Source: an optimization exercise on an open RTL-to-GDS flow (aim: small area). Production flows keep margins and buffers that such runs may drop. The RTL was checked by simulation tests, not by an equivalence proof against the original design. Power figures rest on the tool's default switching activity, not on a simulated workload.

==> flow/design.v (outline; a module is shown in full before it is edited, if it fits) <==
// module PE: 475 lines
// module PE_F: 499 lines
// module BENC: 12 lines
// module BSEL: 9 lines
// module XR: 3 lines
// module XNR: 3 lines
// module ND: 3 lines
// module NR: 3 lines
// module AN: 3 lines
// module AO: 3 lines
// module HA: 4 lines
// module FA: 4 lines
// module PE_array: 103 lines
// module MS: 9 lines
module PE_array #(
    parameter DATA_WIDTH    = 16 ,
    parameter SYSTOLIC_SIZE = 8
) (
    input                                       clk          ,
    input                                       rst_n        ,
    input                                       reset_pe     ,
    input                                       write_out_en ,
    input  [SYSTOLIC_SIZE * DATA_WIDTH - 1 : 0] wgt_in       ,
    input  [SYSTOLIC_SIZE * DATA_WIDTH - 1 : 0] ifm_in       ,
    output [SYSTOLIC_SIZE * DATA_WIDTH - 1 : 0] ofm_out
);
  // ...
==> flow/run.sh <==
#!/bin/bash
# synth_recipe.tcl (not shown) runs the flow's synth.tcl, then flattens the netlist and writes it again
# the make line also repeats each setting of config.mk as NAME=value (left out here)
make -C /OpenROAD-flow-scripts/flow DESIGN_CONFIG=/design/flow/config.mk WORK_HOME=/design/flow/orfs CLKGATE_MAP_FILE= SYNTH_SCRIPT=/design/flow/synth_recipe.tcl finish
==> flow/config.mk <==
export PLATFORM = sky130hd
export DESIGN_NAME = PE_array
export DESIGN_NICKNAME = PE_array
export VERILOG_FILES = /design/flow/design.v
export SDC_FILE = /design/flow/constraint.sdc
export NUM_CORES = 4
export LEC_CHECK = 0
export CAP_MARGIN = 20
export CORE_MARGIN = 2
export CORE_UTILIZATION = 40
export SLEW_MARGIN = 20
export SYNTH_HIERARCHICAL = 1
export SYNTH_MINIMUM_KEEP_SIZE = 0
==> flow/constraint.sdc <==
create_clock -name core_clock -period 8.0 [get_ports {clk}]
set_input_delay 1.6000 -clock core_clock [delete_from_list [all_inputs] [get_ports {clk}]]
set_output_delay 1.6000 -clock core_clock [all_outputs]
set_load 0.01 [all_outputs]
==> flow_metrics.tcl, run 1 <==
set metrics [dict create \
    so.violations "antenna violations" \
    cp_slowest_cell "dfxtp_1" \
    outcome "finished with violations" \
    p_leak_uw 0.123 \
    start_kind "register" \
    synthesis.area_um2 267000 \
    cts_resized 0 \
    synth_nets 26600 \
    ant_nets 1 \
    fin_area_um2 303000 \
    reg2regPathDepth 19 \
    crit_family "adder cells" \
    multi_input_comb_cells 18000 \
    critPathKind "reg2reg" \
    drc 0 \
    pre_cts_slack_ns -0.0717 \
    std_cell_rows 300 \
    reg2reg_from "row[3].col[1].bottom[1]$_DFF_P_" \
    tap-cell-count 8909 \
    m1WireLength_mm 328 \
    holdPathEnd "row[3].col[4].right[15]$_DFF_P_" \
    ios 388 \
    worstMarginPinSlew_ns 1.09 \
    slew_viol_final 0 \
    slew_headroom 0.275 \
]
==> inputs of run 2 (changes only) <==
--- a/flow/config.mk
+++ b/flow/config.mk
@@ -7,7 +7,7 @@
 export LEC_CHECK = 0
 export CAP_MARGIN = 20
 export CORE_MARGIN = 2
-export CORE_UTILIZATION = 40
+export CORE_UTILIZATION = 55
 export SLEW_MARGIN = 20
 export SYNTH_HIERARCHICAL = 1
 export SYNTH_MINIMUM_KEEP_SIZE = 0
==> flow_metrics.tcl, run 2 <==
set metrics [dict create \
    p_int_uw 84600 \
    vias_per_cell 5.87 \
    fmax_ghz 0.133 \
    netlist_top_cells_area "fa_1 (30%), dfxtp_1 (28%), xor2_1 (20%), o22ai_1 (9.6%), a22o_1 (2.9%)" \
    clock-sinks 3850 \
    power_density_nw_per_um2 467 \
    slew_viol_final 0 \
    synthesis.area_um2 267000 \
    layout_common_cells "xor2_1 (6200), o22ai_1 (4096), fa_1 (4036), dfxtp_1 (3696), buf_4 (1068)" \
    top_regs "row.col.acc (1024), row.col.mac (1024)" \
    r2r-end "row[1].col[6].acc[15]$_DFF_P_" \
    path_cells "nand2b_1, buf_4, o22ai_1, xor2_1, fa_1, fa_1, fa_1, fa_1, fa_1, fa_1, fa_1, fa_1, fa_1, fa_1, fa_1, fa_1, fa_1, fa_1, xor2_1, and2b_2" \
    dieWidth_um 701 \
    fin_tns_setup_ns 0 \
    post-cts-setup-buffer-count 0 \
    cp_slowest_cell "dfxtp_1" \
    swShare 0.397 \
    skew_ns 0.0397 \
    holdPathEnd "row[3].col[1].right[15]$_DFF_P_" \
    cts_tree "yes" \
    cp_common_cell "fa_1" \
    wl_per_cell_um 24.8 \
    layout.nets 28200 \
    cts_resized 0 \
    ir_worst_vdd_mv 0.785 \
    crit_path_max_incr_delay_ns 0.68 \
    reg2regPathDepth 20 \
    grt_max_degree 150 \
    fin_crit_ns 7.53 \
    start_kind "register" \
    synth.distinct_cells 30 \
    power_uw 140000 \
    crit_family "adder cells" \
    ys_warn_count 7 \
    clock-root-buffer "clkbuf_16" \
    wl_mm 761 \
    reg2reg_from "row[0].col[6].bottom[1]$_DFF_P_" \
    seq_area_frac_synth 0.291 \
    rsz0062_at_grt "no" \
    port_buffers 387 \
    ant_nets 0 \
    crit_arrival_ns 8.43 \
    worstSkewPairLatency_ns 1.03 \
    synthTopCellsByCount "xor2_1 (6200), o22ai_1 (4096), fa_1 (4036)" \
    core_um2 483000 \
    grt_pass1_wl_mm 1180 \
    worstHoldStart "row[3].col[0].right[15]$_DFF_P_" \
    ios 388 \
    gp_congestion 0.903 \
    layout.cells.most_common "xor2_1" \
    p_leak_uw 0.124 \
    p_switching_uw 55600 \
    clkPwrFrac 0.147 \
    crit_required_ns 8.91 \
    track_usage 0.308 \
    critical_path_buf_inv_count 1 \
    first_pass_iters 6 \
    dp.final_hpwl_mm 577 \
    fin_area_um2 300000 \
    whs_path_depth 0 \
    die_h_um 701 \
    finalCritPeriodShare 0.941 \
    area_growth_pct 12.4 \
    synth_most_common_cell "xor2_1" \
    layoutNonFillerInstCount 30700 \
    ys_ff_latch 3850 \
    drt-initial-drc-count 15100 \
    clkTransAtPathRegs_ns 0.07 \
    synth_nets 26600 \
    dp.cells 29900 \
    synthCells 22300 \
    std_cell_rows 255 \
    worstMarginPinSlew_ns 1.15 \
    holdBufCountCts 0 \
    synth_top_area_cell "fa_1" \
    power_frac_seq 0.206 \
    p_comb_frac 0.647 \
    maxCapViolCount 0 \
    grt-ovfl-total 0 \
    synth_ff_type "dfxtp_1" \
    htree_levels 5 \
    finalSetupViolations 0 \
    synth_area_per_cell_um2 12.0 \
    hold_violations 0 \
    drc 0 \
    synth_top_cell_area_share 0.302 \
    synth-async-reset-ratio 0.0400 \
    start_util 0.553 \
    synth_edf_count 0 \
    place_area_um2 286000 \
    ff2ff_setup_slack_ns 0.47 \
    slew_headroom 0.230 \
    cts_buffers 415 \
    num_vias 180000 \
    grt_pass1_vias 188000 \
    crit_path_end_kind "register" \
    antenna_found_initial 28 \
    outcome "timing/DRC/antenna clean" \
    hold_ws_ns 0.354 \
    drive_above_1_share 0.109 \
    clk_path_buf_depth 4 \
    hp-class "reg2reg" \
    nFillCells 39400 \
    dieArea_um2 491000 \
    critPathKind "reg2reg" \
    worst-path-max-fanout 15 \
]
run 2: cell counts after synthesis:
Identical to the previous run, type by type.
run 2: per-module statistics from Yosys, one instance, submodules excluded, excerpt:
| module | cell area (µm²) | cells | copies in the design |
|---|---|---|---|
| XNR | 8.76 | 1 | 448 |
| ND | 3.75 | 1 | 448 |
| NR | 3.75 | 1 | 512 |
| PE_F | 154 | 19 | 15 |
| AN | 6.26 | 1 | 60 |
| XR | 8.76 | 1 | 6200 |
| FA | 20.0 | 1 | 4036 |
| BSEL | 6.26 | 1 | 4096 |
| PE_array | 80400 | 4284 | 1 |
| PE | 154 | 19 | 49 |
| AO | 7.51 | 1 | 60 |
run 2: worst reg2reg max path: cells and delay by family (launching register included):
family / cells / cell delay (ns)
XOR/XNOR: 2 / 0.38
adder cells (fa/ha/maj): 14 / 5.69
AND/OR/NAND/NOR: 2 / 0.31
flip-flops: 1 / 0.68
buffers and inverters: 1 / 0.22
AO/OA/AOI/OAI: 1 / 0.16
run 2: worst max path at each step:
| stage | start | endpoint | slack, ns | cells after the start |
|---|---|---|---|---|
| after floorplan | write_out_en | row[0].col[1].mac[0]$_DFF_P_ | -1.63 | 4 |
| after global placement | wgt_in[0] | row[0].col[0].acc[15]$_DFF_PN0_ | -0.09 | 21 |
| after detailed placement | wgt_in[0] | row[0].col[0].acc[15]$_DFF_PN0_ | -0.18 | 21 |
| after CTS | row[0].col[6].bottom[1]$_DFF_P_ | row[1].col[6].acc[15]$_DFF_P_ | 0.49 | 20 |
| after global routing | row[0].col[7].bottom[3]$_DFF_P_ | row[1].col[7].acc[15]$_DFF_P_ | 0.11 | 18 |
| final | row[0].col[6].bottom[1]$_DFF_P_ | row[1].col[6].acc[15]$_DFF_P_ | 0.47 | 20 |
run 2: metrics by stage:
stage,setup slack [ns],util
2_1_floorplan,-1.63,-
3_3_place_gp,-0.0949,0.591
3_5_place_dp,-0.182,0.591
4_1_cts,0.487,0.622
5_1_grt,0.111,0.622
6_report,0.471,0.622
run 2: layout make-up:
cell class                 count  area, µm²  area share
clock buffer                 536      11600      0.0386
tap                         6425       8040      0.0268
clock inverter               234       3040      0.0101
inverter                     204        774     0.00258
sequential                  3850      77800       0.259
timing repair buffer        1468      12200      0.0405
antenna                       18       45.0    0.000150
multi-input combinational  18000     187000       0.622
run 2: power groups by stage:
stage	clock network (µW)	logic (µW)	registers, µW
after global placement	0	89100	29300
after global routing	21700	104000	29400
after detailed placement	0	90300	29300
after floorplan	0	70000	27700
final	20600	90800	28900
after CTS	21000	91700	29000
run 2: logic make-up (layout without fill, tap and decap cells):
logic type | after synthesis | in the layout | synth area share
AND/OR/NAND/NOR | 2242 | 2242 | 0.0513
multiplexers | 2 | 2 | 0.0000843
buffers and inverters | 411 | 2442 | 0.00944
adder cells (fa/ha/maj) | 4039 | 4039 | 0.303
flip-flops | 3850 | 3850 | 0.291
XOR/XNOR | 6649 | 6649 | 0.218
AO/OA/AOI/OAI | 5063 | 5063 | 0.127
other | 0 | 18 | 0
run 2: per-layer routing:
metal  global-route usage  vias to the layer above  part of all wire
met3               0.0280                     1254             0.047
met1                0.412                    92100              0.41
li1                     -                    80900                 -
met5                    0                        -          0.000097
met2                0.534                     6245              0.51
met4               0.0947                        8             0.035
==> inputs of run 3 (changes only) <==
--- a/flow/config.mk
+++ b/flow/config.mk
@@ -7,7 +7,9 @@
 export LEC_CHECK = 0
 export CAP_MARGIN = 20
 export CORE_MARGIN = 2
-export CORE_UTILIZATION = 55
+export CORE_UTILIZATION = 40
+export CTS_BUF_LIST = sky130_fd_sc_hd__clkbuf_4 sky130_fd_sc_hd__clkbuf_8
+export CTS_CLUSTER_SIZE = 30
 export SLEW_MARGIN = 20
 export SYNTH_HIERARCHICAL = 1
 export SYNTH_MINIMUM_KEEP_SIZE = 0
==> flow_metrics.tcl, run 3 <==
set metrics [dict create \
    outcome "finished with violations" \
    so.violations "antenna violations" \
    ys_ff_latch 3850 \
    crit_arrival_ns 8.73 \
    power_uw 139000 \
    clk_path_buf_depth 4 \
    grt-ovfl-total 0 \
    antenna_found_initial 57 \
    area_growth_pct 13.5 \
    fin_tns_setup_ns 0 \
    holdBufCountCts 0 \
    hold_violations 0 \
    ys_warn_count 7 \
    crit_required_ns 9.20 \
    netlist_top_cells_area "fa_1 (30%), dfxtp_1 (28%), xor2_1 (20%), o22ai_1 (9.6%), a22o_1 (2.9%)" \
    core_um2 666000 \
    fin_area_um2 303000 \
    worst-path-max-fanout 15 \
    fin_crit_ns 7.53 \
    layout.nets 28400 \
    gp_congestion 0.894 \
    ir_worst_vdd_mv 0.381 \
    worstSkewPairLatency_ns 1.32 \
    start_util 0.401 \
    wl_per_cell_um 23.1 \
    finalCritPeriodShare 0.941 \
    ios 388 \
    std_cell_rows 300 \
    power_density_nw_per_um2 460 \
    cts_resized 0 \
    port_buffers 387 \
    finalSetupViolations 0 \
    dieWidth_um 821 \
    grt_pass1_wl_mm 1200 \
    synthTopCellsByCount "xor2_1 (6200), o22ai_1 (4096), fa_1 (4036)" \
    num_vias 183000 \
    start_kind "register" \
    cts_tree "yes" \
    grt_max_degree 149 \
    layoutNonFillerInstCount 33600 \
    slew_viol_final 0 \
    clkTransAtPathRegs_ns 0.06 \
    seq_area_frac_synth 0.291 \
    fmax_ghz 0.133 \
    clock-sinks 3850 \
    place_area_um2 289000 \
    skew_ns 0.0990 \
    clock-root-buffer "clkbuf_8" \
    synth_ff_type "dfxtp_1" \
    worstMarginPinSlew_ns 1.05 \
    hp-class "in2async" \
    dp.cells 32400 \
    layout.cells.most_common "xor2_1" \
    track_usage 0.225 \
    synth_top_area_cell "fa_1" \
    slew_headroom 0.303 \
    drt-initial-drc-count 16400 \
    ant_nets 1 \
    critPathKind "reg2reg" \
    maxCapViolCount 0 \
    dp.final_hpwl_mm 586 \
    synthesis.area_um2 267000 \
    rsz0062_at_grt "no" \
    drive_above_1_share 0.122 \
    die_h_um 821 \
    synth.distinct_cells 30 \
    synth_nets 26600 \
    synth-async-reset-ratio 0.0400 \
    p_leak_uw 0.124 \
    wl_mm 775 \
    vias_per_cell 5.46 \
    top_regs "row.col.acc (1024), row.col.mac (1024)" \
    synth_edf_count 0 \
    first_pass_iters 9 \
    synth_most_common_cell "xor2_1" \
    crit_path_end_kind "register" \
    dieArea_um2 674000 \
    synth_top_cell_area_share 0.302 \
    drc 0 \
    layout_common_cells "xor2_1 (6200), o22ai_1 (4096), fa_1 (4036), dfxtp_1 (3696), buf_4 (1011)" \
    cts_buffers 629 \
    htree_levels 6 \
    grt_pass1_vias 194000 \
    post-cts-setup-buffer-count 0 \
    synth_area_per_cell_um2 12.0 \
    synthCells 22300 \
]
-- run 3: kinds of logic after synthesis --
| group | after synthesis | share of synthesized area |
|---|---|---|
| muxes | 2 | 0.0000843 |
| and+or+nand+nor | 2242 | 0.0513 |
| buffers and inverters | 411 | 0.00944 |
| AOI/OAI and AO/OA | 5063 | 0.127 |
| xor gates and xnor gates | 6649 | 0.218 |
| DFF | 3850 | 0.291 |
| adders and majority gates | 4039 | 0.303 |
-- run 3: routing by layer --
layer / track usage / wire [µm] / vias to the layer above
met1: 0.303 / 328000 / 93400
met5: 0 / 58 / -
met2: 0.379 / 378000 / 7033
met3: 0.0272 / 42800 / 1416
li1: - / - / 81400
met4: 0.0708 / 26500 / 8
-- run 3: report_power, final --
part	switching (µW)	total, µW	internal [µW]
Sequential	4340	29000	24600
Combinational	42600	90500	47800
Clock	8560	19900	11400
Total	55500	139000	83800
-- run 3: layout make-up --
class	instances	area [µm²]
fill	61500	363000
multi-input combinational	18000	187000
sequential	3850	77800
timing repair buffer	1419	11900
clock buffer	902	11600
tap	8909	11100
clock inverter	233	2990
inverter	204	774
antenna	45	113
-- run 3: stage by stage --
stage	worst slack (ns)	utilization	hold WS (ns)
after floorplan	-1.63	-	0.331
after global placement	-0.0329	0.433	0.346
after detailed placement	-0.0717	0.433	0.347
after CTS	0.497	0.455	0.171
after global routing	0.106	0.455	0.277
final	0.471	0.455	0.280
-- run 3: final timing paths --
kind,slack [ns],from,cells after the start,to
setup / recovery,0.47,row[3].col[1].bottom[1]$_DFF_P_,19,row[4].col[1].acc[15]$_DFF_P_
hold / removal,0.28,rst_n,1,row[7].col[0].mac[13]$_DFF_PN0_
setup reg to reg,0.47,row[3].col[1].bottom[1]$_DFF_P_,19,row[4].col[1].acc[15]$_DFF_P_
hold reg to reg,0.36,row[2].col[1].bottom[0]$_DFF_P_,0,row[3].col[1].bottom[0]$_DFF_P_
max in group asynchronous,6.46,rst_n,2,cnt[0]$_DFFE_PN0N_
min in group core_clock,0.36,row[2].col[1].bottom[0]$_DFF_P_,0,row[3].col[1].bottom[0]$_DFF_P_
-- run 3: modules after synthesis, one instance, submodules excluded, excerpt --
module / cell area, µm² / times used / cells
XNR: 8.76 / 448 / 1
PE_array: 80400 / 1 / 4284
XR: 8.76 / 6200 / 1
AO: 7.51 / 60 / 1
PE_F: 154 / 15 / 19
AN: 6.26 / 60 / 1
ND: 3.75 / 448 / 1
BSEL: 6.26 / 4096 / 1
FA: 20.0 / 4036 / 1
NR: 3.75 / 512 / 1
PE: 154 / 49 / 19
MS: 8.76 / 896 / 1
-- run 3: worst max-delay path, stage by stage (launching register included) --
cell      delay (ns)
dfxtp_1         0.53
nand2b_1        0.40
o22ai_1         0.27
xor2_1          0.22
fa_1            0.47
fa_1            0.43
fa_1            0.41
fa_1            0.39
fa_1            0.39
fa_1            0.39
fa_1            0.38
fa_1            0.38
fa_1            0.39
fa_1            0.40
fa_1            0.41
fa_1            0.39
fa_1            0.40
fa_1            0.39
xor2_1          0.17
and2b_2         0.19

-- afterwards: timing with drivers on the ports --
No port has a modelled driver above. Below, the same layouts with a new extraction and two added sets of constraints.
Step 1 assumes that a clkbuf_16 drives the clock port and a buf_2 every other input.
Step 2, shift: input delay + t, output delay - t, t = (earliest + latest rising clock arrival at the registers) / 2. This alone moves slack from input paths to output paths.
Three values: ideal, step 1, step 2; two values: the first two.
run	t (ns)	setup slack, ns	clock arrival spread, ns
run 1	1.139	0.456 / 0.456 / -0.297	0.080 / 0.081
run 2	1.134	0.471 / 0.471 / -0.247	0.055 / 0.054
run 3	1.397	0.471 / 0.471 / -0.258	0.100 / 0.101
For run 1, which loses most, drivers alone change the setup slack by 0.000 ns; drivers and shift together by -0.753 ns.
